Background: an optimization exercise with open tools, aiming at small area. Do not read the settings as production practice. In this exercise RTL edits were held to simulation tests only and were not proved equivalent to the original.

==> flow/design.v <==
module gos_ha (input logic a, b, output logic s, c);
  assign s = a ^ b;
  assign c = a & b;
endmodule
module gos_fa (input logic a, b, ci, output logic s, co);
  assign s  = a ^ b ^ ci;
  assign co = (a & b) | (ci & (a ^ b));
endmodule
module gos_xor2 (input logic a, b, output logic y);
  assign y = a ^ b;
endmodule
module gos_a21o (input logic a1, a2, b1, output logic y);
  assign y = (a1 & a2) | b1;
endmodule
module gos_colsum (input logic d0, d1, s, output logic c0, c1);
  gos_xor2 u_x (.a(d0), .b(s), .y(c0));
  gos_a21o u_o (.a1(d0), .a2(s), .b1(d1), .y(c1));
endmodule
module gos_cellnext #(parameter U1Z = 0) (
    input  logic u0, u1, k, n0, s,
    input  logic nsel_f, sel_h, sel_l, sel_s,
    input  logic lg, sv,
    output logic d
);
  logic u1e, f;
  assign u1e = U1Z ? 1'b0 : u1;
  assign f = ~nsel_f & ~u1e & (u0 ^ k) & (n0 | s);
  assign d = f | (sel_h & s) | (sel_l & lg) | (sel_s & sv);
endmodule
module gos_add3 #(parameter N = 3) (input logic a, b, ci, output logic s, co);
  if (N == 3) begin : g3
    gos_fa u (.a(a), .b(b), .ci(ci), .s(s), .co(co));
  end else if (N == 2) begin : g2
    gos_ha u (.a(a), .b(b), .s(s), .c(co));
  end else begin : g1
    assign s  = a;
    assign co = 1'b0;
  end
endmodule
module gos_sbit #(parameter NY = 4) (
    input logic [3:0] z, input logic hs,
    input logic [3:0] y, input logic sq,
    output logic d
);
  logic [3:0] ze;
  assign ze = z & ((4'b1 << NY) - 4'b1);
  assign d = (ze[0] & y[0]) | (ze[1] & y[1]) | (ze[2] & y[2]) | (ze[3] & y[3]) | (hs & sq);
endmodule
module gos_life (
    input  logic [299:0] g,
    input  logic [299:0] lg,
    input  logic [299:0] sv,
    input  logic nsel_f, sel_h, sel_l, sel_s,
    output logic [299:0] gn,
    output logic [299:0] pn0, pk, pu0, pu1, pc0, pc1
);
  logic [299:0] d0, d1, c0, c1, n0, k, u0, u1;
  genvar x, y;
  for (y = 0; y < 15; y++) begin : row
    for (x = 0; x < 20; x++) begin : col
      localparam int I = y * 20 + x;
      if (y > 0 && y < 14) begin : gd
        gos_ha u_d (.a(g[I-20]), .b(g[I+20]), .s(d0[I]), .c(d1[I]));
        gos_colsum u_c (.d0(d0[I]), .d1(d1[I]), .s(g[I]), .c0(c0[I]), .c1(c1[I]));
      end else if (y == 0) begin : gt
        assign d0[I] = g[I+20];
        assign d1[I] = 1'b0;
        gos_ha u_c (.a(d0[I]), .b(g[I]), .s(c0[I]), .c(c1[I]));
      end else begin : gb
        assign d0[I] = g[I-20];
        assign d1[I] = 1'b0;
        gos_ha u_c (.a(d0[I]), .b(g[I]), .s(c0[I]), .c(c1[I]));
      end
    end
  end
  for (y = 0; y < 15; y++) begin : row2
    for (x = 0; x < 20; x++) begin : col2
      localparam int I = y * 20 + x;
      localparam int NL = (x > 0 ? 1 : 0) + (x < 19 ? 1 : 0);
      localparam int NH = NL + ((y > 0 && y < 14) ? 1 : 0);
      logic lo_b, lo_c, hi_a, hi_b, hi_c;
      logic l0, l1, r0, r1;
      if (x > 0) begin : gl
        assign l0 = c0[I-1];
        assign l1 = c1[I-1];
      end else begin : gl0
        assign l0 = 1'b0;
        assign l1 = 1'b0;
      end
      if (x < 19) begin : gr
        assign r0 = c0[I+1];
        assign r1 = c1[I+1];
      end else begin : gr0
        assign r0 = 1'b0;
        assign r1 = 1'b0;
      end
      assign lo_b = (x > 0) ? l0 : r0;
      assign lo_c = (x > 0 && x < 19) ? r0 : 1'b0;
      gos_add3 #(.N(NL + 1)) u_lo (.a(d0[I]), .b(lo_b), .ci(lo_c), .s(n0[I]), .co(k[I]));
      if (y > 0 && y < 14) begin : gh3
        assign hi_a = d1[I];
        assign hi_b = (x > 0) ? l1 : r1;
        assign hi_c = (x > 0 && x < 19) ? r1 : 1'b0;
      end else begin : gh2
        assign hi_a = (x > 0) ? l1 : r1;
        assign hi_b = (x > 0 && x < 19) ? r1 : 1'b0;
        assign hi_c = 1'b0;
      end
      gos_add3 #(.N(NH)) u_hi (.a(hi_a), .b(hi_b), .ci(hi_c), .s(u0[I]), .co(u1[I]));
      gos_cellnext #(.U1Z(NH == 1 ? 1 : 0)) u_n (
          .u0(u0[I]), .u1(u1[I]), .k(k[I]), .n0(n0[I]), .s(g[I]),
          .nsel_f(nsel_f), .sel_h(sel_h), .sel_l(sel_l), .sel_s(sel_s),
          .lg(lg[I]), .sv(sv[I]), .d(gn[I]));
    end
  end
  assign pn0 = n0;
  assign pk  = k;
  assign pu0 = u0;
  assign pu1 = u1;
  assign pc0 = c0;
  assign pc1 = c1;
endmodule
module gos_gen (
    input  logic [299:0] s,
    input  logic rst, reset,
    output logic [299:0] sn
);
  logic [299:0] x, y;
  logic [300:0] c;
  logic [3:0] z;
  logic hs;
  assign c[1] = s[0];
  assign x[0] = ~s[0];
  genvar i;
  for (i = 1; i < 300; i++) begin : inc
    if (i < 299) begin : h
      gos_ha u (.a(s[i]), .b(c[i]), .s(x[i]), .c(c[i+1]));
    end else begin : t
      gos_xor2 u (.a(s[i]), .b(c[i]), .y(x[i]));
    end
  end
  for (i = 0; i < 300; i++) begin : xs
    if (i < 297) begin : g
      gos_xor2 u (.a(x[i]), .b(x[i+3]), .y(y[i]));
    end else begin : t
      assign y[i] = x[i];
    end
  end
  gos_selgen u_sel (.rst(rst), .reset(reset), .sh(y[1:0]), .z(z), .hs(hs));
  for (i = 0; i < 300; i++) begin : sb
    localparam int NY = (i < 3) ? i + 1 : 4;
    logic [3:0] yy;
    assign yy[0] = y[i];
    assign yy[1] = (i >= 1) ? y[(i >= 1) ? i-1 : 0] : 1'b0;
    assign yy[2] = (i >= 2) ? y[(i >= 2) ? i-2 : 0] : 1'b0;
    assign yy[3] = (i >= 3) ? y[(i >= 3) ? i-3 : 0] : 1'b0;
    gos_sbit #(.NY(NY)) u (.z(z), .hs(hs), .y(yy), .sq(s[i]), .d(sn[i]));
  end
endmodule
module gos_selgen (input logic rst, reset, input logic [1:0] sh,
                   output logic [3:0] z, output logic hs);
  assign z  = {4{~rst & reset}} & (4'b1 << sh);
  assign hs = ~rst & ~reset;
endmodule
module gos_vga (
    input  logic rst,
    input  logic [5:0] hs, vs,
    input  logic [4:0] hc,
    input  logic [3:0] vc,
    output logic [5:0] hs_n, vs_n,
    output logic [4:0] hc_n,
    output logic [3:0] vc_n,
    output logic hsync, vsync,
    output logic [19:0] colsel,
    output logic [14:0] rowsel
);
  logic vadv;
  logic [3:0] ca, ra, rb;
  logic [4:0] cb;
  gos_hcnt u_h (.rst(rst), .hs(hs), .hc(hc), .hs_n(hs_n), .hc_n(hc_n), .vadv(vadv), .hsync(hsync));
  gos_vcnt u_v (.rst(rst), .vadv(vadv), .vs(vs), .vc(vc), .vs_n(vs_n), .vc_n(vc_n), .vsync(vsync));
  gos_pre2 u_ca (.a(hc[1:0]), .yn(ca));
  gos_pre3 u_cb (.a(hc[4:2]), .yn(cb));
  gos_pre2 u_ra (.a(vc[1:0]), .yn(ra));
  gos_pre2 u_rb (.a(vc[3:2]), .yn(rb));
  for (genvar i = 0; i < 20; i++) begin : cs
    gos_nor2 u (.a(ca[i % 4]), .b(cb[i / 4]), .y(colsel[i]));
  end
  for (genvar i = 0; i < 15; i++) begin : rs
    gos_nor2 u (.a(ra[i % 4]), .b(rb[i / 4]), .y(rowsel[i]));
  end
endmodule
module gos_nor2 (input logic a, b, output logic y);
  assign y = ~(a | b);
endmodule
module gos_pre2 (input logic [1:0] a, output logic [3:0] yn);
  for (genvar i = 0; i < 4; i++) begin : p
    assign yn[i] = (a != 2'(i));
  end
endmodule
module gos_pre3 (input logic [2:0] a, output logic [4:0] yn);
  for (genvar i = 0; i < 5; i++) begin : p
    assign yn[i] = (a != 3'(i));
  end
endmodule
module gos_hcnt (input logic rst, input logic [5:0] hs, input logic [4:0] hc,
                 output logic [5:0] hs_n, output logic [4:0] hc_n, output logic vadv, hsync);
  logic hsw, hwrap;
  assign hsw   = hs[5] & hs[2] & hs[1] & hs[0];
  assign hwrap = hc[4] & hc[3] & hc[1] & (hs == 6'd16);
  assign hs_n  = (rst | hwrap | hsw) ? 6'd0 : hs + 6'd1;
  assign hc_n  = (rst | hwrap) ? 5'd0 : hc + {4'd0, hsw};
  assign vadv  = (hc == 5'd20) & (hs == 6'd0);
  assign hsync = ((hc == 5'd20) & (hs != 6'd0)) | (hc == 5'd21) | (hc == 5'd22) |
                 ((hc == 5'd23) & (hs <= 6'd8));
endmodule
module gos_vcnt (input logic rst, vadv, input logic [5:0] vs, input logic [3:0] vc,
                 output logic [5:0] vs_n, output logic [3:0] vc_n, output logic vsync);
  logic vsw, vwrap;
  assign vsw   = vs[5] & vs[2] & vs[1] & vs[0];
  assign vwrap = (&vc) & (vs == 6'd28);
  assign vs_n  = (rst | (vadv & (vsw | vwrap))) ? 6'd0 : vs + {5'd0, vadv};
  assign vc_n  = rst ? 4'd0 : vc + {3'd0, vadv & (vsw | vwrap)};
  assign vsync = (&vc) & (vs >= 6'd1) & (vs <= 6'd4);
endmodule
module gos_aoi222 (input logic a1, a2, b1, b2, c1, c2, output logic y);
  assign y = ~((a1 & a2) | (b1 & b2) | (c1 & c2));
endmodule
module gos_aoi22 (input logic a1, a2, b1, b2, output logic y);
  assign y = ~((a1 & a2) | (b1 & b2));
endmodule
module gos_rowpix (input logic [19:0] g, colsel, input logic rowsel, output logic yn);
  logic [6:0] t;
  for (genvar i = 0; i < 6; i++) begin : a
    gos_aoi222 u (.a1(g[3*i]), .a2(colsel[3*i]), .b1(g[3*i+1]), .b2(colsel[3*i+1]),
                  .c1(g[3*i+2]), .c2(colsel[3*i+2]), .y(t[i]));
  end
  gos_aoi22 u6 (.a1(g[18]), .a2(colsel[18]), .b1(g[19]), .b2(colsel[19]), .y(t[6]));
  gos_rowcomb u_c (.t(t), .rowsel(rowsel), .yn(yn));
endmodule
module gos_rowcomb (input logic [6:0] t, input logic rowsel, output logic yn);
  assign yn = ~(rowsel & ~(&t));
endmodule
module gos_pixel (input logic [299:0] g, input logic [19:0] colsel, input logic [14:0] rowsel, input logic rst,
                  output logic pix);
  logic [14:0] rn;
  for (genvar r = 0; r < 15; r++) begin : rr
    gos_rowpix u (.g(g[r*20 +: 20]), .colsel(colsel), .rowsel(rowsel[r]), .yn(rn[r]));
  end
  gos_pixcomb u_c (.rn(rn), .rst(rst), .pix(pix));
endmodule
module gos_pixcomb (input logic [14:0] rn, input logic rst, output logic pix);
  assign pix = ~rst & ~(&rn);
endmodule
module gos_count (
    input  logic [299:0] g, pn0, pk, pu0, pu1, pc0, pc1,
    output logic [8:0] n
);
  logic t1, t2, t3, t4, t5, t6, t7, t8, t9, t10, t11, t12, t13, t14, t15, t16, t17, t18, t19, t20, t21, t22, t23, t24, t25, t26, t27, t28, t29, t30, t31, t32, t33, t34, t35, t36, t37, t38, t39, t40, t41, t42, t43, t44, t45, t46, t47, t48, t49, t50, t51, t52, t53, t54, t55, t56, t57, t58, t59, t60, t61, t62, t63, t64, t65, t66, t67, t68, t69, t70, t71, t72, t73, t74, t75, t76, t77, t78, t79, t80, t81, t82, t83, t84, t85, t86, t87, t88, t89, t90, t91, t92, t93, t94, t95, t96, t97, t98, t99, t100, t101, t102, t103, t104, t105, t106, t107, t108, t109, t110, t111, t112, t113, t114, t115, t116, t117, t118, t119, t120, t121, t122, t123, t124, t125, t126, t127, t128, t129, t130, t131, t132, t133, t134, t135, t136, t137, t138, t139, t140, t141, t142, t143, t144, t145, t146, t147, t148, t149, t150, t151, t152, t153, t154, t155, t156, t157, t158, t159, t160, t161, t162, t163, t164, t165, t166, t167, t168, t169, t170, t171, t172, t173, t174, t175, t176, t177, t178, t179, t180, t181, t182, t183, t184, t185, t186, t187, t188, t189, t190, t191, t192, t193, t194, t195, t196, t197, t198, t199, t200, t201, t202, t203, t204, t205, t206, t207, t208, t209, t210, t211, t212, t213, t214, t215, t216, t217, t218, t219, t220, t221, t222, t223, t224, t225, t226, t227, t228, t229, t230, t231, t232, t233, t234, t235, t236, t237, t238, t239, t240, t241, t242, t243, t244, t245, t246, t247, t248, t249, t250, t251, t252, t253, t254, t255, t256, t257, t258, t259, t260, t261, t262, t263, t264, t265, t266, t267, t268, t269, t270, t271, t272, t273, t274, t275, t276, t277, t278, t279, t280, t281, t282, t283, t284, t285, t286, t287, t288, t289, t290, t291, t292, t293, t294, t295, t296, t297, t298, t299, t300, t301, t302, t303, t304, t305, t306, t307, t308, t309, t310, t311, t312, t313, t314, t315, t316, t317, t318, t319, t320, t321, t322, t323, t324, t325, t326, t327, t328, t329, t330, t331, t332;
  gos_fa u_t1 (.a(pn0[21]), .b(g[21]), .ci(pn0[24]), .s(t1), .co(t2));
  gos_fa u_t3 (.a(g[24]), .b(pn0[27]), .ci(g[27]), .s(t3), .co(t4));
  gos_fa u_t5 (.a(pn0[30]), .b(g[30]), .ci(pn0[33]), .s(t5), .co(t6));
  gos_fa u_t7 (.a(g[33]), .b(pn0[36]), .ci(g[36]), .s(t7), .co(t8));
  gos_fa u_t9 (.a(pc0[38]), .b(pc0[39]), .ci(pn0[81]), .s(t9), .co(t10));
  gos_fa u_t11 (.a(g[81]), .b(pn0[84]), .ci(g[84]), .s(t11), .co(t12));
  gos_fa u_t13 (.a(pn0[87]), .b(g[87]), .ci(pn0[90]), .s(t13), .co(t14));
  gos_fa u_t15 (.a(g[90]), .b(pn0[93]), .ci(g[93]), .s(t15), .co(t16));
  gos_fa u_t17 (.a(pn0[96]), .b(g[96]), .ci(pc0[98]), .s(t17), .co(t18));
  gos_fa u_t19 (.a(pc0[99]), .b(pn0[141]), .ci(g[141]), .s(t19), .co(t20));
  gos_fa u_t21 (.a(pn0[144]), .b(g[144]), .ci(pn0[147]), .s(t21), .co(t22));
  gos_fa u_t23 (.a(g[147]), .b(pn0[150]), .ci(g[150]), .s(t23), .co(t24));
  gos_fa u_t25 (.a(pn0[153]), .b(g[153]), .ci(pn0[156]), .s(t25), .co(t26));
  gos_fa u_t27 (.a(g[156]), .b(pc0[158]), .ci(pc0[159]), .s(t27), .co(t28));
  gos_fa u_t29 (.a(pn0[201]), .b(g[201]), .ci(pn0[204]), .s(t29), .co(t30));
  gos_fa u_t31 (.a(g[204]), .b(pn0[207]), .ci(g[207]), .s(t31), .co(t32));
  gos_fa u_t33 (.a(pn0[210]), .b(g[210]), .ci(pn0[213]), .s(t33), .co(t34));
  gos_fa u_t35 (.a(g[213]), .b(pn0[216]), .ci(g[216]), .s(t35), .co(t36));
  gos_fa u_t37 (.a(pc0[218]), .b(pc0[219]), .ci(pn0[261]), .s(t37), .co(t38));
  gos_fa u_t39 (.a(g[261]), .b(pn0[264]), .ci(g[264]), .s(t39), .co(t40));
  gos_fa u_t41 (.a(pn0[267]), .b(g[267]), .ci(pn0[270]), .s(t41), .co(t42));
  gos_fa u_t43 (.a(g[270]), .b(pn0[273]), .ci(g[273]), .s(t43), .co(t44));
  gos_fa u_t45 (.a(pn0[276]), .b(g[276]), .ci(pc0[278]), .s(t45), .co(t46));
  gos_fa u_t47 (.a(pc0[279]), .b(t1), .ci(t3), .s(t47), .co(t48));
  gos_fa u_t49 (.a(t5), .b(t7), .ci(t9), .s(t49), .co(t50));
  gos_fa u_t51 (.a(t11), .b(t13), .ci(t15), .s(t51), .co(t52));
  gos_fa u_t53 (.a(t17), .b(t19), .ci(t21), .s(t53), .co(t54));
  gos_fa u_t55 (.a(t23), .b(t25), .ci(t27), .s(t55), .co(t56));
  gos_fa u_t57 (.a(t29), .b(t31), .ci(t33), .s(t57), .co(t58));
  gos_fa u_t59 (.a(t35), .b(t37), .ci(t39), .s(t59), .co(t60));
  gos_fa u_t61 (.a(t41), .b(t43), .ci(t45), .s(t61), .co(t62));
  gos_fa u_t63 (.a(t47), .b(t49), .ci(t51), .s(t63), .co(t64));
  gos_fa u_t65 (.a(t53), .b(t55), .ci(t57), .s(t65), .co(t66));
  gos_fa u_t67 (.a(t59), .b(t61), .ci(t63), .s(t67), .co(t68));
  gos_ha u_t69 (.a(t65), .b(t67), .s(t69), .c(t70));
  gos_fa u_t71 (.a(pk[21]), .b(pu0[21]), .ci(pk[24]), .s(t71), .co(t72));
  gos_fa u_t73 (.a(pu0[24]), .b(pk[27]), .ci(pu0[27]), .s(t73), .co(t74));
  gos_fa u_t75 (.a(pk[30]), .b(pu0[30]), .ci(pk[33]), .s(t75), .co(t76));
  gos_fa u_t77 (.a(pu0[33]), .b(pk[36]), .ci(pu0[36]), .s(t77), .co(t78));
  gos_fa u_t79 (.a(pc1[38]), .b(pc1[39]), .ci(pk[81]), .s(t79), .co(t80));
  gos_fa u_t81 (.a(pu0[81]), .b(pk[84]), .ci(pu0[84]), .s(t81), .co(t82));
  gos_fa u_t83 (.a(pk[87]), .b(pu0[87]), .ci(pk[90]), .s(t83), .co(t84));
  gos_fa u_t85 (.a(pu0[90]), .b(pk[93]), .ci(pu0[93]), .s(t85), .co(t86));
  gos_fa u_t87 (.a(pk[96]), .b(pu0[96]), .ci(pc1[98]), .s(t87), .co(t88));
  gos_fa u_t89 (.a(pc1[99]), .b(pk[141]), .ci(pu0[141]), .s(t89), .co(t90));
  gos_fa u_t91 (.a(pk[144]), .b(pu0[144]), .ci(pk[147]), .s(t91), .co(t92));
  gos_fa u_t93 (.a(pu0[147]), .b(pk[150]), .ci(pu0[150]), .s(t93), .co(t94));
  gos_fa u_t95 (.a(pk[153]), .b(pu0[153]), .ci(pk[156]), .s(t95), .co(t96));
  gos_fa u_t97 (.a(pu0[156]), .b(pc1[158]), .ci(pc1[159]), .s(t97), .co(t98));
  gos_fa u_t99 (.a(pk[201]), .b(pu0[201]), .ci(pk[204]), .s(t99), .co(t100));
  gos_fa u_t101 (.a(pu0[204]), .b(pk[207]), .ci(pu0[207]), .s(t101), .co(t102));
  gos_fa u_t103 (.a(pk[210]), .b(pu0[210]), .ci(pk[213]), .s(t103), .co(t104));
  gos_fa u_t105 (.a(pu0[213]), .b(pk[216]), .ci(pu0[216]), .s(t105), .co(t106));
  gos_fa u_t107 (.a(pc1[218]), .b(pc1[219]), .ci(pk[261]), .s(t107), .co(t108));
  gos_fa u_t109 (.a(pu0[261]), .b(pk[264]), .ci(pu0[264]), .s(t109), .co(t110));
  gos_fa u_t111 (.a(pk[267]), .b(pu0[267]), .ci(pk[270]), .s(t111), .co(t112));
  gos_fa u_t113 (.a(pu0[270]), .b(pk[273]), .ci(pu0[273]), .s(t113), .co(t114));
  gos_fa u_t115 (.a(pk[276]), .b(pu0[276]), .ci(pc1[278]), .s(t115), .co(t116));
  gos_fa u_t117 (.a(pc1[279]), .b(t2), .ci(t4), .s(t117), .co(t118));
  gos_fa u_t119 (.a(t6), .b(t8), .ci(t10), .s(t119), .co(t120));
  gos_fa u_t121 (.a(t12), .b(t14), .ci(t16), .s(t121), .co(t122));
  gos_fa u_t123 (.a(t18), .b(t20), .ci(t22), .s(t123), .co(t124));
  gos_fa u_t125 (.a(t24), .b(t26), .ci(t28), .s(t125), .co(t126));
  gos_fa u_t127 (.a(t30), .b(t32), .ci(t34), .s(t127), .co(t128));
  gos_fa u_t129 (.a(t36), .b(t38), .ci(t40), .s(t129), .co(t130));
  gos_fa u_t131 (.a(t42), .b(t44), .ci(t46), .s(t131), .co(t132));
  gos_fa u_t133 (.a(t48), .b(t50), .ci(t52), .s(t133), .co(t134));
  gos_fa u_t135 (.a(t54), .b(t56), .ci(t58), .s(t135), .co(t136));
  gos_fa u_t137 (.a(t60), .b(t62), .ci(t64), .s(t137), .co(t138));
  gos_fa u_t139 (.a(t66), .b(t68), .ci(t70), .s(t139), .co(t140));
  gos_fa u_t141 (.a(t71), .b(t73), .ci(t75), .s(t141), .co(t142));
  gos_fa u_t143 (.a(t77), .b(t79), .ci(t81), .s(t143), .co(t144));
  gos_fa u_t145 (.a(t83), .b(t85), .ci(t87), .s(t145), .co(t146));
  gos_fa u_t147 (.a(t89), .b(t91), .ci(t93), .s(t147), .co(t148));
  gos_fa u_t149 (.a(t95), .b(t97), .ci(t99), .s(t149), .co(t150));
  gos_fa u_t151 (.a(t101), .b(t103), .ci(t105), .s(t151), .co(t152));
  gos_fa u_t153 (.a(t107), .b(t109), .ci(t111), .s(t153), .co(t154));
  gos_fa u_t155 (.a(t113), .b(t115), .ci(t117), .s(t155), .co(t156));
  gos_fa u_t157 (.a(t119), .b(t121), .ci(t123), .s(t157), .co(t158));
  gos_fa u_t159 (.a(t125), .b(t127), .ci(t129), .s(t159), .co(t160));
  gos_fa u_t161 (.a(t131), .b(t133), .ci(t135), .s(t161), .co(t162));
  gos_fa u_t163 (.a(t137), .b(t139), .ci(t141), .s(t163), .co(t164));
  gos_fa u_t165 (.a(t143), .b(t145), .ci(t147), .s(t165), .co(t166));
  gos_fa u_t167 (.a(t149), .b(t151), .ci(t153), .s(t167), .co(t168));
  gos_fa u_t169 (.a(t155), .b(t157), .ci(t159), .s(t169), .co(t170));
  gos_fa u_t171 (.a(t161), .b(t163), .ci(t165), .s(t171), .co(t172));
  gos_fa u_t173 (.a(t167), .b(t169), .ci(t171), .s(t173), .co(t174));
  gos_fa u_t175 (.a(pu1[21]), .b(pu1[24]), .ci(pu1[27]), .s(t175), .co(t176));
  gos_fa u_t177 (.a(pu1[30]), .b(pu1[33]), .ci(pu1[36]), .s(t177), .co(t178));
  gos_fa u_t179 (.a(pu1[81]), .b(pu1[84]), .ci(pu1[87]), .s(t179), .co(t180));
  gos_fa u_t181 (.a(pu1[90]), .b(pu1[93]), .ci(pu1[96]), .s(t181), .co(t182));
  gos_fa u_t183 (.a(pu1[141]), .b(pu1[144]), .ci(pu1[147]), .s(t183), .co(t184));
  gos_fa u_t185 (.a(pu1[150]), .b(pu1[153]), .ci(pu1[156]), .s(t185), .co(t186));
  gos_fa u_t187 (.a(pu1[201]), .b(pu1[204]), .ci(pu1[207]), .s(t187), .co(t188));
  gos_fa u_t189 (.a(pu1[210]), .b(pu1[213]), .ci(pu1[216]), .s(t189), .co(t190));
  gos_fa u_t191 (.a(pu1[261]), .b(pu1[264]), .ci(pu1[267]), .s(t191), .co(t192));
  gos_fa u_t193 (.a(pu1[270]), .b(pu1[273]), .ci(pu1[276]), .s(t193), .co(t194));
  gos_fa u_t195 (.a(t72), .b(t74), .ci(t76), .s(t195), .co(t196));
  gos_fa u_t197 (.a(t78), .b(t80), .ci(t82), .s(t197), .co(t198));
  gos_fa u_t199 (.a(t84), .b(t86), .ci(t88), .s(t199), .co(t200));
  gos_fa u_t201 (.a(t90), .b(t92), .ci(t94), .s(t201), .co(t202));
  gos_fa u_t203 (.a(t96), .b(t98), .ci(t100), .s(t203), .co(t204));
  gos_fa u_t205 (.a(t102), .b(t104), .ci(t106), .s(t205), .co(t206));
  gos_fa u_t207 (.a(t108), .b(t110), .ci(t112), .s(t207), .co(t208));
  gos_fa u_t209 (.a(t114), .b(t116), .ci(t118), .s(t209), .co(t210));
  gos_fa u_t211 (.a(t120), .b(t122), .ci(t124), .s(t211), .co(t212));
  gos_fa u_t213 (.a(t126), .b(t128), .ci(t130), .s(t213), .co(t214));
  gos_fa u_t215 (.a(t132), .b(t134), .ci(t136), .s(t215), .co(t216));
  gos_fa u_t217 (.a(t138), .b(t140), .ci(t142), .s(t217), .co(t218));
  gos_fa u_t219 (.a(t144), .b(t146), .ci(t148), .s(t219), .co(t220));
  gos_fa u_t221 (.a(t150), .b(t152), .ci(t154), .s(t221), .co(t222));
  gos_fa u_t223 (.a(t156), .b(t158), .ci(t160), .s(t223), .co(t224));
  gos_fa u_t225 (.a(t162), .b(t164), .ci(t166), .s(t225), .co(t226));
  gos_fa u_t227 (.a(t168), .b(t170), .ci(t172), .s(t227), .co(t228));
  gos_fa u_t229 (.a(t174), .b(t175), .ci(t177), .s(t229), .co(t230));
  gos_fa u_t231 (.a(t179), .b(t181), .ci(t183), .s(t231), .co(t232));
  gos_fa u_t233 (.a(t185), .b(t187), .ci(t189), .s(t233), .co(t234));
  gos_fa u_t235 (.a(t191), .b(t193), .ci(t195), .s(t235), .co(t236));
  gos_fa u_t237 (.a(t197), .b(t199), .ci(t201), .s(t237), .co(t238));
  gos_fa u_t239 (.a(t203), .b(t205), .ci(t207), .s(t239), .co(t240));
  gos_fa u_t241 (.a(t209), .b(t211), .ci(t213), .s(t241), .co(t242));
  gos_fa u_t243 (.a(t215), .b(t217), .ci(t219), .s(t243), .co(t244));
  gos_fa u_t245 (.a(t221), .b(t223), .ci(t225), .s(t245), .co(t246));
  gos_fa u_t247 (.a(t227), .b(t229), .ci(t231), .s(t247), .co(t248));
  gos_fa u_t249 (.a(t233), .b(t235), .ci(t237), .s(t249), .co(t250));
  gos_fa u_t251 (.a(t239), .b(t241), .ci(t243), .s(t251), .co(t252));
  gos_fa u_t253 (.a(t245), .b(t247), .ci(t249), .s(t253), .co(t254));
  gos_ha u_t255 (.a(t251), .b(t253), .s(t255), .c(t256));
  gos_fa u_t257 (.a(t176), .b(t178), .ci(t180), .s(t257), .co(t258));
  gos_fa u_t259 (.a(t182), .b(t184), .ci(t186), .s(t259), .co(t260));
  gos_fa u_t261 (.a(t188), .b(t190), .ci(t192), .s(t261), .co(t262));
  gos_fa u_t263 (.a(t194), .b(t196), .ci(t198), .s(t263), .co(t264));
  gos_fa u_t265 (.a(t200), .b(t202), .ci(t204), .s(t265), .co(t266));
  gos_fa u_t267 (.a(t206), .b(t208), .ci(t210), .s(t267), .co(t268));
  gos_fa u_t269 (.a(t212), .b(t214), .ci(t216), .s(t269), .co(t270));
  gos_fa u_t271 (.a(t218), .b(t220), .ci(t222), .s(t271), .co(t272));
  gos_fa u_t273 (.a(t224), .b(t226), .ci(t228), .s(t273), .co(t274));
  gos_fa u_t275 (.a(t230), .b(t232), .ci(t234), .s(t275), .co(t276));
  gos_fa u_t277 (.a(t236), .b(t238), .ci(t240), .s(t277), .co(t278));
  gos_fa u_t279 (.a(t242), .b(t244), .ci(t246), .s(t279), .co(t280));
  gos_fa u_t281 (.a(t248), .b(t250), .ci(t252), .s(t281), .co(t282));
  gos_fa u_t283 (.a(t254), .b(t256), .ci(t257), .s(t283), .co(t284));
  gos_fa u_t285 (.a(t259), .b(t261), .ci(t263), .s(t285), .co(t286));
  gos_fa u_t287 (.a(t265), .b(t267), .ci(t269), .s(t287), .co(t288));
  gos_fa u_t289 (.a(t271), .b(t273), .ci(t275), .s(t289), .co(t290));
  gos_fa u_t291 (.a(t277), .b(t279), .ci(t281), .s(t291), .co(t292));
  gos_fa u_t293 (.a(t283), .b(t285), .ci(t287), .s(t293), .co(t294));
  gos_fa u_t295 (.a(t289), .b(t291), .ci(t293), .s(t295), .co(t296));
  gos_fa u_t297 (.a(t258), .b(t260), .ci(t262), .s(t297), .co(t298));
  gos_fa u_t299 (.a(t264), .b(t266), .ci(t268), .s(t299), .co(t300));
  gos_fa u_t301 (.a(t270), .b(t272), .ci(t274), .s(t301), .co(t302));
  gos_fa u_t303 (.a(t276), .b(t278), .ci(t280), .s(t303), .co(t304));
  gos_fa u_t305 (.a(t282), .b(t284), .ci(t286), .s(t305), .co(t306));
  gos_fa u_t307 (.a(t288), .b(t290), .ci(t292), .s(t307), .co(t308));
  gos_fa u_t309 (.a(t294), .b(t296), .ci(t297), .s(t309), .co(t310));
  gos_fa u_t311 (.a(t299), .b(t301), .ci(t303), .s(t311), .co(t312));
  gos_fa u_t313 (.a(t305), .b(t307), .ci(t309), .s(t313), .co(t314));
  gos_ha u_t315 (.a(t311), .b(t313), .s(t315), .c(t316));
  gos_fa u_t317 (.a(t298), .b(t300), .ci(t302), .s(t317), .co(t318));
  gos_fa u_t319 (.a(t304), .b(t306), .ci(t308), .s(t319), .co(t320));
  gos_fa u_t321 (.a(t310), .b(t312), .ci(t314), .s(t321), .co(t322));
  gos_fa u_t323 (.a(t316), .b(t317), .ci(t319), .s(t323), .co(t324));
  gos_ha u_t325 (.a(t321), .b(t323), .s(t325), .c(t326));
  gos_fa u_t327 (.a(t318), .b(t320), .ci(t322), .s(t327), .co(t328));
  gos_fa u_t329 (.a(t324), .b(t326), .ci(t327), .s(t329), .co(t330));
  gos_ha u_t331 (.a(t328), .b(t330), .s(t331), .c(t332));
  assign n = {t332, t331, t329, t325, t315, t295, t255, t173, t69};
endmodule
module gos_display (
    input  logic [8:0] n,
    input  logic rst, tick,
    input  logic [1:0] m,
    input  logic [3:0] code,
    output logic [3:0] code_n,
    output logic [7:0] segment_pins,
    output logic [3:0] display_select
);
  logic [3:0] ones, tens;
  logic [1:0] hund;
  logic [3:0] ksel;
  logic hold;
  gos_bcd2 u_bcd (.n(n), .ones(ones), .tens(tens), .hund(hund));
  gos_ksel u_kp (.rst(rst), .tick(tick), .m(m), .ksel(ksel), .hold(hold));
  for (genvar b = 0; b < 4; b++) begin : cb
    gos_codebit #(.HB(b < 2)) u (.rst(rst), .hold(hold), .ksel(ksel), .o(ones[b]), .t(tens[b]),
                                 .h(hund[b < 2 ? b : 0]), .q(code[b]), .d(code_n[b]));
  end
  gos_seg7 u_seg (.c(code), .seg(segment_pins[6:0]));
  assign segment_pins[7] = 1'b0;
  gos_dsel u_ds (.c(code), .m(m), .sel(display_select));
endmodule
module gos_ksel (input logic rst, tick, input logic [1:0] m,
                 output logic [3:0] ksel, output logic hold);
  logic t;
  assign t = tick & ~rst;
  assign ksel[0] = t & ~m[1] & ~m[0];
  assign ksel[1] = t & ~m[1] & m[0];
  assign ksel[2] = t & m[1] & ~m[0];
  assign ksel[3] = t & m[1] & m[0];
  assign hold = ~tick & ~rst;
endmodule
module gos_codebit #(parameter HB = 1) (input logic rst, hold, input logic [3:0] ksel,
                                        input logic o, t, h, q, output logic d);
  logic he;
  assign he = HB ? h : 1'b0;
  assign d = rst | (ksel[0] & o) | (ksel[1] & t) | (ksel[2] & he) | (hold & q);
endmodule
module gos_seg7 (input logic [3:0] c, output logic [6:0] seg);
  gos_s0 u0 (.c(c), .y(seg[0]));
  gos_s1 u1 (.c(c), .y(seg[1]));
  gos_s2 u2 (.c(c), .y(seg[2]));
  gos_s3 u3 (.c(c), .y(seg[3]));
  gos_s4 u4 (.c(c), .y(seg[4]));
  gos_s5 u5 (.c(c), .y(seg[5]));
  gos_s6 u6 (.c(c), .y(seg[6]));
endmodule
module gos_s0 (input logic [3:0] c, output logic y);
  assign y = ~(c[3] & c[2] | c[2] & ~c[1] & ~c[0] | ~c[3] & ~c[2] & ~c[1] & c[0]);
endmodule
module gos_s1 (input logic [3:0] c, output logic y);
  assign y = ~c[2] | ~c[1] & ~c[0] | ~c[3] & c[1] & c[0];
endmodule
module gos_s2 (input logic [3:0] c, output logic y);
  assign y = ~c[1] | ~c[3] & c[2] | ~c[2] & c[0];
endmodule
module gos_s3 (input logic [3:0] c, output logic y);
  assign y = ~(c[2] & c[1] & c[0] | c[2] & ~c[1] & ~c[0] | ~c[3] & ~c[2] & ~c[1] & c[0]);
endmodule
module gos_s4 (input logic [3:0] c, output logic y);
  assign y = ~c[0] & (~c[2] | c[1]);
endmodule
module gos_s5 (input logic [3:0] c, output logic y);
  assign y = ~(c[1] & c[0] | ~c[2] & c[1] | ~c[3] & ~c[2] & c[0]);
endmodule
module gos_s6 (input logic [3:0] c, output logic y);
  assign y = ~(~c[3] & ~c[2] & ~c[1] | c[2] & c[1] & c[0]);
endmodule
module gos_dsel (input logic [3:0] c, input logic [1:0] m, output logic [3:0] sel);
  logic v;
  assign v = ~(&c);
  assign sel[0] = v & ~m[1] & m[0];
  assign sel[1] = v & m[1] & ~m[0];
  assign sel[2] = v & m[1] & m[0];
  assign sel[3] = v & ~m[1] & ~m[0];
endmodule
module gos_dd3 #(parameter TOP0 = 0) (input logic [3:0] x, output logic [3:0] y);
  logic x3;
  assign x3 = TOP0 ? 1'b0 : x[3];
  assign y[3] = x3 | (x[2] & x[0]) | (x[2] & x[1]);
  assign y[2] = (x3 & x[0]) | (x[2] & ~x[1] & ~x[0]);
  assign y[1] = (x3 & ~x[0]) | (~x[2] & x[1]) | (x[1] & x[0]);
  assign y[0] = (x3 & ~x[0]) | (~x3 & ~x[2] & x[0]) | (x[2] & x[1] & ~x[0]);
endmodule
module gos_bcd2 (input logic [8:0] n, output logic [3:0] ones, tens, output logic [1:0] hund);
  logic [3:0] a1,a2,a3,a4,a5,a6,b1,b2,b3;
  gos_dd3 #(1) u1 (.x({1'b0,n[8:6]}), .y(a1));
  gos_dd3 #(0) u2 (.x({a1[2:0],n[5]}), .y(a2));
  gos_dd3 #(0) u3 (.x({a2[2:0],n[4]}), .y(a3));
  gos_dd3 #(0) u4 (.x({a3[2:0],n[3]}), .y(a4));
  gos_dd3 #(1) v1 (.x({1'b0,a1[3],a2[3],a3[3]}), .y(b1));
  gos_dd3 #(0) u5 (.x({a4[2:0],n[2]}), .y(a5));
  gos_dd3 #(0) v2 (.x({b1[2:0],a4[3]}), .y(b2));
  gos_dd3 #(0) u6 (.x({a5[2:0],n[1]}), .y(a6));
  gos_dd3 #(0) v3 (.x({b2[2:0],a5[3]}), .y(b3));
  assign ones = {a6[2:0], n[0]};
  assign tens = {b3[2:0], a6[3]};
  assign hund = {b2[3], b3[3]};   
endmodule
module game_of_silicon (
    input logic clk,
    input logic rst,
    input logic reset,
    input logic load,
    input logic [299:0] load_grid,
    output logic [299:0] grid_out,
    output logic [7:0] segment_pins,
    output logic [3:0] display_select,
    output logic [2:0] rgb,
    output logic vsync,
    output logic hsync
);
  logic [299:0] grid, gen;
  logic [6:0]   tcnt;       
  logic [3:0]   code;
  logic [5:0]   hs, vs;
  logic [4:0]   hc;
  logic [3:0]   vc;
  logic         pix_q;
  logic [299:0] grid_n, gen_n;
  logic [6:0]   tcnt_n;
  logic [3:0]   code_n;
  logic [5:0]   hs_n, vs_n;
  logic [4:0]   hc_n;
  logic [3:0]   vc_n;
  logic         pix;
  always_ff @(posedge clk) begin
    grid  <= grid_n;
    gen   <= gen_n;
    tcnt  <= tcnt_n;
    code  <= code_n;
    hs    <= hs_n;
    vs    <= vs_n;
    hc    <= hc_n;
    vc    <= vc_n;
    pix_q <= pix;
  end
  logic tick_display, tick_generation;
  gos_ticks u_ticks (.rst(rst), .t(tcnt), .t_n(tcnt_n), .td(tick_display), .tg(tick_generation));
  logic nsel_f, sel_h, sel_l, sel_s;
  gos_gridsel u_gsel (.rst(rst), .load(load), .reset(reset), .step(tick_generation),
                      .nsel_f(nsel_f), .sel_h(sel_h), .sel_l(sel_l), .sel_s(sel_s));
  logic [299:0] pn0, pk, pu0, pu1, pc0, pc1;
  gos_life u_life (.g(grid), .lg(load_grid), .sv(gen), .nsel_f(nsel_f), .sel_h(sel_h),
                   .sel_l(sel_l), .sel_s(sel_s), .gn(grid_n),
                   .pn0(pn0), .pk(pk), .pu0(pu0), .pu1(pu1), .pc0(pc0), .pc1(pc1));
  gos_gen u_gen (.s(gen), .rst(rst), .reset(reset), .sn(gen_n));
  logic [8:0] n;
  gos_count u_cnt (.g(grid), .pn0(pn0), .pk(pk), .pu0(pu0), .pu1(pu1), .pc0(pc0), .pc1(pc1), .n(n));
  gos_display u_disp (.n(n), .rst(rst), .tick(tick_display), .m(tcnt[5:4]), .code(code),
                      .code_n(code_n), .segment_pins(segment_pins),
                      .display_select(display_select));
  logic [19:0] colsel;
  logic [14:0] rowsel;
  gos_vga u_vga (.rst(rst), .hs(hs), .vs(vs), .hc(hc), .vc(vc), .hs_n(hs_n), .vs_n(vs_n),
                 .hc_n(hc_n), .vc_n(vc_n), .hsync(hsync), .vsync(vsync),
                 .colsel(colsel), .rowsel(rowsel));
  gos_pixel u_pix (.g(grid), .colsel(colsel), .rowsel(rowsel), .rst(rst), .pix(pix));
  assign grid_out = grid;
  assign rgb = {pix_q, 1'b0, pix_q};
endmodule
module gos_ticks (input logic rst, input logic [6:0] t, output logic [6:0] t_n,
                  output logic td, tg);
  assign td  = (t[3:0] == 4'hf);
  assign tg  = (t == 7'd63);
  assign t_n = rst ? 7'd8 : t + 7'd1;
endmodule
module gos_gridsel (input logic rst, load, reset, step,
                    output logic nsel_f, sel_h, sel_l, sel_s);
  assign sel_l  = ~rst & load;
  assign sel_s  = ~rst & ~load & ~reset;
  assign sel_h  = ~rst & ~load & reset & ~step;
  assign nsel_f = ~(~rst & ~load & reset & step);
endmodule
==> flow/flow/run.sh <==
#!/bin/bash
# Layout flow: the standard flow (standard.sh: ORFS synthesis to finish),
# with these changes to how the layout is made:
#  - the port buffers that ORFS puts on every input and output are the
#    smallest buffer cell (buf_1) instead of ORFS's default pick;
#  - placement keeps every net to at most 40 pins (flow/fanout.tcl);
#  - after global placement, the buffers that timing-driven placement put on
#    flip-flop outputs are taken out again (flow/unbuf.tcl);
#  - after the resize step, logic cells that drive only a few pins are swapped
#    to the smallest drive strength of the same function (flow/downsize.tcl),
#    and repair_design then fixes any slew or capacitance limit;
#  - the clock tree uses larger sink clusters and no dummy loads.
# Every tool's output goes to standard_run.log here and to ORFS's own logs
# under orfs/logs.
set -o pipefail
HERE=$(pwd)
export BUFFER_PORTS_ARGS="-buffer_cell sky130_fd_sc_hd__buf_1"
export CTS_ARGS="-sink_clustering_enable -repair_clock_nets -dont_use_dummy_load -sink_clustering_size 22 -sink_clustering_max_diameter 120 -buf_list {sky130_fd_sc_hd__clkbuf_8 sky130_fd_sc_hd__clkbuf_16}"
export PRE_GLOBAL_PLACE_TCL="$HERE/flow/fanout.tcl"
export POST_GLOBAL_PLACE_TCL="$HERE/flow/unbuf.tcl"
export POST_RESIZE_TCL="$HERE/flow/downsize.tcl"
bash standard.sh > standard_run.log 2>&1
==> flow/flow/downsize.tcl <==
# Swap logic cells to the smallest drive strength of the same function when
# they drive only a few pins; repair_design afterwards fixes any slew or
# capacitance limit the smaller cells break.
set block [ord::get_db_block]
set db [ord::get_db]
set swapped 0
set saved 0.0
foreach inst [$block getInsts] {
  set master [$inst getMaster]
  set name [$master getName]
  if {![regexp {^(sky130_fd_sc_hd__[a-z0-9]+)_([0-9]+)$} $name -> base drive]} { continue }
  if {$drive <= 1} { continue }
  # leave clock-tree, delay and port buffers alone
  set short [string range $base 16 end]
  if {[regexp {^(clkbuf|clkinv|clkdly|dlygate|dlymetal|bufinv|buf|conb|diode|tap|fill|decap|df|dl|sdf|edf|sedf)} $short]} { continue }
  # fanout of the output pins
  set fanout 0
  foreach it [$inst getITerms] {
    if {[$it isOutputSignal]} {
      set net [$it getNet]
      if {$net ne "NULL"} { set fanout [expr {$fanout + [llength [$net getITerms]] - 1 + [llength [$net getBTerms]]}] }
    }
  }
  if {$fanout > 6} { continue }
  set best ""
  set best_area [expr {[$master getWidth] * [$master getHeight]}]
  foreach d {1 0} {
    set cand [$db findMaster ${base}_$d]
    if {$cand eq "NULL"} { continue }
    set a [expr {[$cand getWidth] * [$cand getHeight]}]
    if {$a < $best_area} { set best $cand; set best_area $a }
  }
  if {$best eq ""} { continue }
  set old [expr {[$master getWidth] * [$master getHeight]}]
  replace_cell [$inst getName] [$best getName]
  incr swapped
  set saved [expr {$saved + ($old - $best_area) / 1e6}]
}
puts "downsize: swapped $swapped cells, [format %.1f $saved] um2 less"
estimate_parasitics -placement
repair_design
==> flow/flow/fanout.tcl <==
# Keep nets small: no driver may feed more than 40 pins, so placement's
# repair_design builds buffer trees whose nets stay short.
set_max_fanout 40 [current_design]
==> flow/flow/unbuf.tcl <==
# Timing-driven global placement buffers some flip-flop outputs although every
# path has hundreds of ns of slack; take those buffers out again (the port
# buffers stay).  repair_design in the resize step adds back any buffer a
# slew or capacitance limit needs.
set block [ord::get_db_block]
set removed 0
for {set pass 0} {$pass < 4} {incr pass} {
  set victims {}
  foreach inst [$block getInsts] {
    set name [$inst getName]
    if {[string match input* $name] || [string match output* $name]} { continue }
    if {![regexp {^sky130_fd_sc_hd__buf_[0-9]+$} [[$inst getMaster] getName]]} { continue }
    set a [$inst findITerm A]
    set x [$inst findITerm X]
    if {$a eq "NULL" || $x eq "NULL"} { continue }
    set in_net [$a getNet]
    set out_net [$x getNet]
    if {$in_net eq "NULL" || $out_net eq "NULL"} { continue }
    if {[llength [$out_net getBTerms]] > 0 || [llength [$in_net getBTerms]] > 0} { continue }
    set drv ""
    foreach it [$in_net getITerms] {
      if {[$it isOutputSignal]} { set drv [$it getInst] }
    }
    if {$drv eq ""} { continue }
    if {[string match "*dfxtp*" [[$drv getMaster] getName]]} { lappend victims $inst }
  }
  if {[llength $victims] == 0} { break }
  foreach inst $victims {
    set in_net [[$inst findITerm A] getNet]
    set out_net [[$inst findITerm X] getNet]
    set loads {}
    foreach it [$out_net getITerms] {
      if {[$it getInst] ne $inst} { lappend loads $it }
    }
    foreach it $loads {
      $it disconnect
      $it connect $in_net
    }
    odb::dbInst_destroy $inst
    odb::dbNet_destroy $out_net
    incr removed
  }
}
puts "unbuf: removed $removed buffers on flip-flop outputs"
==> flow/standard.sh <==
#!/bin/bash
# synth_recipe.tcl (not shown) runs the flow's synth.tcl, then flattens the netlist and writes it again
# the make line also repeats each setting of config.mk as NAME=value (left out here)
make -C /OpenROAD-flow-scripts/flow DESIGN_CONFIG=/design/flow/config.mk WORK_HOME=/design/flow/orfs CLKGATE_MAP_FILE= SYNTH_SCRIPT=/design/flow/synth_recipe.tcl "${@:-finish}"
==> flow/config.mk <==
export PLATFORM = sky130hd
export DESIGN_NAME = game_of_silicon
export DESIGN_NICKNAME = game_of_silicon
export VERILOG_FILES = /design/flow/design.v
export SDC_FILE = /design/flow/constraint.sdc
export NUM_CORES = 8
export LEC_CHECK = 0
export ABC_AREA = 0
export CAP_MARGIN = 20
export CORE_MARGIN = 2
export CORE_UTILIZATION = 60
export SLEW_MARGIN = 20
export SYNTH_HIERARCHICAL = 1
==> flow/constraint.sdc <==
create_clock -name core_clock -period 400.0 [get_ports {clk}]
set_input_delay 80.0000 -clock core_clock [delete_from_list [all_inputs] [get_ports {clk}]]
set_output_delay 80.0000 -clock core_clock [all_outputs]
set_load 0.01 [all_outputs]
==> results of run 1 <==
-- area by class of cell --
| class | count | area [sq um] |
|---|---|---|
| clock buffer | 35 | 876 |
| fill | 8211 | 34300 |
| antenna | 9 | 22.5 |
| timing repair buffer | 718 | 3070 |
| sequential | 633 | 12700 |
| multi-input combinational | 4698 | 47600 |
| tap | 1357 | 1700 |
| inverter | 21 | 78.8 |
-- sequential cells by signal (all words and copies together), names as in the netlist --
register  flops
code          4
vs            6
hc            5
pix_q         1
grid        300
tcnt          7
hs            6
gen         300
vc            4
-- worst max path at each step --
| stage | cells after the start | startpoint | to |
|---|---|---|---|
| 2_1_floorplan | 3 | load | grid[0]$_DFF_P_ |
| 3_3_place_gp | 9 | rst | gen[168]$_DFF_P_ |
| 3_5_place_dp | 9 | rst | gen[168]$_DFF_P_ |
| 4_1_cts | 4 | vc[2]$_DFF_P_ | vsync |
| 5_1_grt | 9 | rst | gen[183]$_DFF_P_ |
| 6_report | 4 | vc[2]$_DFF_P_ | vsync |
-- routing by layer --
metal | vias to the layer above | routed length [microns]
li1 | 23400 | -
met1 | 27600 | 88500
met2 | 4347 | 103000
met3 | 791 | 31200
met4 | 2 | 17000
met5 | - | 17
-- stage by stage --
step                utilization  cells  hold WS (ns)  worst slack, ns
floorplan                     -   5391         0.413           303.80
global placement          0.660   7547         0.424           316.87
detailed placement        0.649   7427         0.425           316.86
CTS                       0.658   7462         0.448           317.41
global route              0.658   7467         0.465           317.25
finish                    0.658   7471         0.441           317.25
-- placed cells by master, fill, tap and decap left out, types with 5 or more instances in the layout --
cell type	count
nor2b_1	6
a22o_1	8
a22oi_1	316
nand2b_1	22
o21a_1	9
nand2_1	318
diode_2	9
xor2_1	565
inv_1	19
o21ai_0	16
ha_1	704
nor3b_1	6
nand3_1	25
xnor2_1	307
nor2_2	11
fa_1	665
a222oi_1	690
o21ai_1	18
buf_1	619
clkbuf_16	35
o41ai_1	297
o31ai_1	5
dfxtp_1	633
nor2_1	345
nor3_1	6
or3_1	5
a21o_1	260
nand4_1	20
buf_4	99
a21oi_1	26
==> results.py, run 1 <==
metrics = {
    "clocking": {
        "postCtsSetupRepairBufs": 0,
        "cts.clk_slew.worst_paths_ns": 0.09,
        "worstSkewPairLatency_ns": 0.63,
        "ctsResizeCount": 0,
        "root_buffer": "clkbuf_16",
        "ctsLongestPathBuffers": 3,
        "cts.sinks": 633,
        "cts_made_buffers": 35,
        "htreeDepth": 2,
        "cts.hold.buffers_added": 0,
        "cts_tree": "built",
    },
    "critical_path": {
        "crit_arrival_ns": 2.75,
        "critical_path_class": "reg2out",
        "critPathTopFamily": "compound AO/OA/AOI/OAI gates",
        "worstPathRequired_ns": 320.00,
        "worstSetupEndpointType": "primary output",
        "crit_slowest_cell": "a2111oi_0",
        "reg2reg_from": "gen[1]$_DFF_P_",
        "slowest_delay_ns": 0.80,
        "cp_num_buf_inv": 1,
        "crit_chain": "nand4_1 -> or2_2 -> a2111oi_0 -> buf_1",
        "timing.rr.end": "gen[296]$_DFF_P_",
        "crit_path_max_fanout": 7,
        "reg2reg_slack_ns": 343.94,
        "r2r_cells": 302,
        "startpoint_type": "register",
    },
    "timing": {
        "fin_crit_ns": 82.75,
        "rsz0062_at_grt": "no",
        "setup_viol": 0,
        "worstMarginPinSlew_ns": 1.11,
        "slew_headroom": 0.260,
        "period_share": 0.207,
        "maxSlewViolCount": 0,
        "tns_ns": 0,
        "hold_viol": 0,
        "fmax_mhz": 12.1,
        "clock_skew_ns": 0.0263,
    },
    "placement": {
        "portBuffers": 618,
        "dpl_cell_area_sq_um": 65100,
        "hpwlAfterDp_microns": 186000,
    },
    "drt": {
        "wirelength_microns": 240000,
        "vias": 56100,
        "drt_first_pass_iters": 12,
        "viasPerCell": 7.51,
        "drtAntennaViolNets": 0,
        "drt-wirelength-per-cell_microns": 32.1,
        "drtIter0Drc": 10700,
        "drc": 0,
    },
    "hold_path": {
        "worstHoldPathCells": 1,
        "holdPathEnd": "tcnt[0]$_DFF_P_",
        "holdCritStartpoint": "tcnt[0]$_DFF_P_",
        "min_path_type": "reg2reg",
    },
    "floorplan": {
        "die_w_microns": 322,
        "die_area_sq_um": 104000,
        "ios": 621,
        "coreArea_sq_um": 100000,
        "start_util": 0.606,
        "rows": 116,
        "fp.dieH_microns": 322,
    },
    "yosys": {
        "yosysWarnings": 7,
        "synth_cells": 5391,
        "syn-cell-area_sq_um": 60800,
        "syn_area_per_cell_sq_um": 11.3,
        "syn-num-nets": 7064,
    },
    "flow_run": {
        "cap_violations": 0,
    },
    "global_routing": {
        "gr-usage-met2": 0.677,
        "grt_overflow_total": 0,
        "grt_pass1_wl_microns": 356000,
        "grt_pass1_vias": 55000,
        "antenna_found_initial": 10,
        "met1_usage": 0.602,
        "grt_max_degree": 41,
        "top_usage_layer": "met2",
        "met3_usage": 0.108,
        "grt_usage": 0.455,
    },
    "cells_and_area": {
        "nets": 7780,
        "finalInstanceArea_sq_um": 66000,
        "drive_above_1_share": 0.0257,
        "area_growth_pct": 8.61,
    },
    "outcome": {
        "status": "complete, no violations",
    },
}
==> run 2: changes to the inputs <==
--- a/flow/config.mk
+++ b/flow/config.mk
@@ -8,6 +8,6 @@
 export ABC_AREA = 0
 export CAP_MARGIN = 20
 export CORE_MARGIN = 2
-export CORE_UTILIZATION = 60
+export CORE_UTILIZATION = 45
 export SLEW_MARGIN = 20
 export SYNTH_HIERARCHICAL = 1
==> results.py, run 2 <==
metrics = {
    "outcome": {
        "status": "complete, no violations",
    },
    "floorplan": {
        "die_area_sq_um": 138000,
        "rows": 134,
        "fp.dieH_microns": 371,
        "start_util": 0.454,
        "ios": 621,
        "die_w_microns": 371,
        "coreArea_sq_um": 134000,
    },
    "critical_path": {
        "crit_arrival_ns": 2.88,
        "critical_path_class": "reg2out",
        "r2r_cells": 302,
        "worstPathRequired_ns": 320.00,
        "worstSetupEndpointType": "primary output",
        "crit_path_max_fanout": 7,
        "startpoint_type": "register",
    },
    "clocking": {
        "cts.hold.buffers_added": 0,
        "root_buffer": "clkbuf_16",
        "cts_tree": "built",
        "cts_made_buffers": 37,
        "htreeDepth": 2,
        "worstSkewPairLatency_ns": 0.67,
        "cts.clk_slew.worst_paths_ns": 0.10,
        "ctsLongestPathBuffers": 3,
        "ctsResizeCount": 0,
        "postCtsSetupRepairBufs": 0,
        "cts.sinks": 633,
    },
    "yosys": {
        "syn-cell-area_sq_um": 60800,
        "synth_cells": 5391,
        "syn_area_per_cell_sq_um": 11.3,
        "yosysWarnings": 7,
        "syn-num-nets": 7064,
    },
    "timing": {
        "clock_skew_ns": 0.0671,
        "fin_crit_ns": 82.88,
        "setup_ws_ns": 317.12,
        "rsz0062_at_grt": "no",
        "worstMarginPinSlew_ns": 1.20,
        "fmax_mhz": 12.1,
        "period_share": 0.207,
        "hold_viol": 0,
        "setup_viol": 0,
        "tns_ns": 0,
        "slew_headroom": 0.183,
        "maxSlewViolCount": 0,
    },
    "global_routing": {
        "grt_pass1_wl_microns": 374000,
        "grt_pass1_vias": 54400,
        "grt_overflow_total": 0,
        "grt_usage": 0.365,
        "grt_max_degree": 41,
        "antenna_found_initial": 6,
    },
    "hold_path": {
        "min_path_type": "reg2reg",
        "worstHoldPathCells": 1,
    },
    "placement": {
        "place_ws_ns": 316.67,
        "dpl_cell_area_sq_um": 65600,
        "portBuffers": 618,
        "hpwlAfterDp_microns": 199000,
    },
    "cells_and_area": {
        "final_util": 0.497,
        "reg_top3": "gen x300, grid x300, tcnt x7",
        "layout_commonest_cell": "ha_1",
        "drive_above_1_share": 0.0249,
        "layout_common_cells": "ha_1, a222oi_1, fa_1",
        "area_growth_pct": 9.49,
        "nets": 7773,
        "finalInstanceArea_sq_um": 66500,
    },
    "flow_run": {
        "cap_violations": 0,
    },
    "drt": {
        "vias": 55400,
        "drtAntennaViolNets": 0,
        "wirelength_microns": 258000,
        "drtIter0Drc": 9732,
        "drt_first_pass_iters": 13,
        "drc": 0,
        "drt-wirelength-per-cell_microns": 32.7,
        "viasPerCell": 7.04,
    },
}
[run 2: area by class of cell]
class,count,area [sq um]
inverter,21,78.8
clock buffer,37,926
multi-input combinational,4698,47600
timing repair buffer,709,3000
antenna,4,10.0
tap,1768,2210
sequential,633,12700
fill,12400,67300
[run 2: stage by stage]
| step | hold slack, ns | cells |
|---|---|---|
| floorplan | 0.413 | 5391 |
| global placement | 0.432 | 7966 |
| detailed placement | 0.429 | 7828 |
| CTS | 0.454 | 7865 |
| global route | 0.486 | 7868 |
| finish | 0.455 | 7870 |
[run 2: critical path, cell delays in order, from the launching register on]
cell	delay [ns]
dfxtp_1	0.54
nand4_1	0.21
or2_2	0.31
a2111oi_0	0.94
buf_1	0.24
[run 2: final timing paths]
kind / startpoint / end / slack (ns)
worst max-delay path: vc[2]$_DFF_P_ / vsync / 317.12
worst min-delay path: tcnt[0]$_DFF_P_ / tcnt[0]$_DFF_P_ / 0.45
worst max register to register: gen[1]$_DFF_P_ / gen[296]$_DFF_P_ / 344.22
worst min register to register: tcnt[0]$_DFF_P_ / tcnt[0]$_DFF_P_ / 0.45
[run 2: layer usage]
metal  global-route usage  wire [microns]  vias to the layer above  part of all wire
met5                    0              24                        -          0.000093
met4                0.206           17100                        2             0.066
met3               0.0818           28700                      655              0.11
met2                0.548          112000                     3673              0.44
met1                0.485           99400                    27800              0.39
li1                     -               -                    23300                 -
==> run 3: changes to the inputs <==
--- a/flow/flow/run.sh
+++ b/flow/flow/run.sh
@@ -15,7 +15,7 @@
 set -o pipefail
 HERE=$(pwd)
 export BUFFER_PORTS_ARGS="-buffer_cell sky130_fd_sc_hd__buf_1"
-export CTS_ARGS="-sink_clustering_enable -repair_clock_nets -dont_use_dummy_load -sink_clustering_size 22 -sink_clustering_max_diameter 120 -buf_list {sky130_fd_sc_hd__clkbuf_8 sky130_fd_sc_hd__clkbuf_16}"
+export CTS_ARGS="-sink_clustering_enable -repair_clock_nets -dont_use_dummy_load -sink_clustering_size 13 -sink_clustering_max_diameter 80 -buf_list {sky130_fd_sc_hd__clkbuf_8}"
 export PRE_GLOBAL_PLACE_TCL="$HERE/flow/fanout.tcl"
 export POST_GLOBAL_PLACE_TCL="$HERE/flow/unbuf.tcl"
 export POST_RESIZE_TCL="$HERE/flow/downsize.tcl"
==> results.py, run 3 <==
metrics = {
    "outcome": {
        "status": "complete, no violations",
    },
    "placement": {
        "portBuffers": 618,
        "dpl_cell_area_sq_um": 65600,
        "hpwlAfterDp_microns": 199000,
        "place_ws_ns": 316.67,
        "place_inst": 7828,
    },
    "critical_path": {
        "reg2reg_slack_ns": 344.21,
        "startpoint_type": "register",
        "reg2reg_from": "gen[1]$_DFF_P_",
        "worstSetupEndpointType": "primary output",
        "timing.rr.end": "gen[296]$_DFF_P_",
        "r2r_cells": 302,
        "slowest_delay_ns": 0.91,
        "crit_chain": "nand4_1 -> or2_2 -> a2111oi_0 -> buf_1",
        "crit_path_max_fanout": 7,
        "worstPathRequired_ns": 320.00,
        "critical_path_class": "reg2out",
        "crit_slowest_cell": "a2111oi_0",
        "crit_arrival_ns": 2.95,
    },
    "clocking": {
        "htreeDepth": 3,
        "cts_made_buffers": 66,
        "cts.sinks": 633,
        "ctsLongestPathBuffers": 3,
        "postCtsSetupRepairBufs": 0,
        "ctsResizeCount": 0,
        "cts_tree": "built",
        "root_buffer": "clkbuf_8",
        "worstSkewPairLatency_ns": 0.82,
        "cts.hold.buffers_added": 0,
        "cts.clk_slew.worst_paths_ns": 0.09,
    },
    "timing": {
        "rsz0062_at_grt": "no",
        "clock_skew_ns": 0.0782,
        "maxSlewViolCount": 0,
        "fin_crit_ns": 82.95,
        "period_share": 0.207,
        "setup_ws_ns": 317.05,
        "holdWs_ns": 0.443,
        "setup_viol": 0,
        "fmax_mhz": 12.1,
        "tns_ns": 0,
        "hold_viol": 0,
        "slew_headroom": 0.198,
        "worstMarginPinSlew_ns": 1.20,
    },
    "global_routing": {
        "grt_overflow_total": 0,
        "grt_pass1_wl_microns": 375000,
        "antenna_found_initial": 11,
        "grt_usage": 0.367,
        "grt_max_degree": 41,
        "grt_pass1_vias": 54600,
    },
    "floorplan": {
        "die_w_microns": 371,
        "ios": 621,
        "start_util": 0.454,
        "die_area_sq_um": 138000,
        "rows": 134,
        "fp.dieH_microns": 371,
        "coreArea_sq_um": 134000,
    },
    "drt": {
        "drc": 0,
        "drt-wirelength-per-cell_microns": 32.7,
        "drtIter0Drc": 9727,
        "viasPerCell": 7.03,
        "wirelength_microns": 259000,
        "drtAntennaViolNets": 0,
        "drt_first_pass_iters": 14,
        "vias": 55600,
    },
    "hold_path": {
        "min_path_type": "reg2reg",
        "worstHoldPathCells": 1,
        "holdPathEnd": "tcnt[0]$_DFF_P_",
        "holdCritStartpoint": "tcnt[0]$_DFF_P_",
    },
    "yosys": {
        "synth_cells": 5391,
        "syn-num-nets": 7064,
        "syn-cell-area_sq_um": 60800,
        "yosysWarnings": 7,
        "syn_area_per_cell_sq_um": 11.3,
    },
    "cells_and_area": {
        "final_util": 0.497,
        "area_growth_pct": 9.46,
        "layout_commonest_cell": "ha_1",
        "layout_common_cells": "ha_1, a222oi_1, fa_1",
        "finalInstanceArea_sq_um": 66500,
        "reg_top3": "gen x300, grid x300, tcnt x7",
        "nets": 7801,
        "instances_no_fill": 7902,
        "drive_above_1_share": 0.0294,
    },
    "flow_run": {
        "cap_violations": 0,
    },
}
run 3: final cells by class:
type                    instances  area, sq um
repair buffers                708         2990
multi-input cells            4698        47600
well taps                    1768         2210
fillers                     12400        67300
inverters                      21         78.8
clock buffers                  66          908
flip-flops and latches        633        12700
diodes                          8         20.0
run 3: critical path: cells and delay by family (launching register included):
family	cells	cell delay, ns
AND/OR/NAND/NOR	2	0.52
buffers and inverters	1	0.23
flip-flops	1	0.53
AO/OA/AOI/OAI	1	0.91
run 3: how the worst max path moves through the flow:
| stage | end | startpoint | slack [ns] |
|---|---|---|---|
| finish | vsync | vc[2]$_DFF_P_ | 317.05 |
| global route | vsync | vc[2]$_DFF_P_ | 316.96 |
| CTS | vsync | vc[2]$_DFF_P_ | 317.02 |
| detailed placement | gen[168]$_DFF_P_ | rst | 316.67 |
| global placement | gen[168]$_DFF_P_ | rst | 316.64 |
| floorplan | grid[0]$_DFF_P_ | load | 303.80 |
run 3: layer usage:
layer / global-route usage / wire (microns) / vias up / share of wire
li1: - / - / 23400 / -
met1: 0.485 / 98800 / 27700 / 0.38
met2: 0.546 / 113000 / 3788 / 0.44
met3: 0.0856 / 30100 / 712 / 0.12
met4: 0.216 / 17200 / 4 / 0.066
met5: 0 / 23 / - / 0.000089

[afterwards: timing with drivers on the ports]
How much do the figures lean on ideal ports? The routed layouts below were timed once more, with nothing changed but the port constraints.
Step 1 (the two cells are an assumption about what drives the block):
set clk [get_ports {clk}]
set_driving_cell -lib_cell sky130_fd_sc_hd__clkbuf_16 $clk
set_driving_cell -lib_cell sky130_fd_sc_hd__buf_2 [delete_from_list [all_inputs] $clk]
Step 2 moves the port delays by t, midway between the first and last clock arrival at a register: inputs arrive t later, outputs are due t later. That takes back most of the time a late clock gives input paths.
Three values: ideal ports, drivers, drivers and shift; two values: the first two.
| run | t, ns | slack for setup (ns) | worst hold slack (ns) | slew at the worst register clock pin (ns) |
|---|---|---|---|---|
| run 1 | 0.696 | 317.253 / 317.171 / 316.696 | 0.441 / 0.441 / 0.441 | 0.11 / 0.11 |
| run 2 | 0.720 | 317.121 / 317.039 / 316.521 | 0.455 / 0.455 / 0.455 | 0.11 / 0.11 |
| run 3 | 0.859 | 317.054 / 316.973 / 316.498 | 0.443 / 0.443 / 0.443 | 0.11 / 0.11 |
After both steps setup and hold are still met in every run listed. For run 2, which loses most, drivers alone change the setup slack by -0.082 ns; drivers and shift together by -0.600 ns.
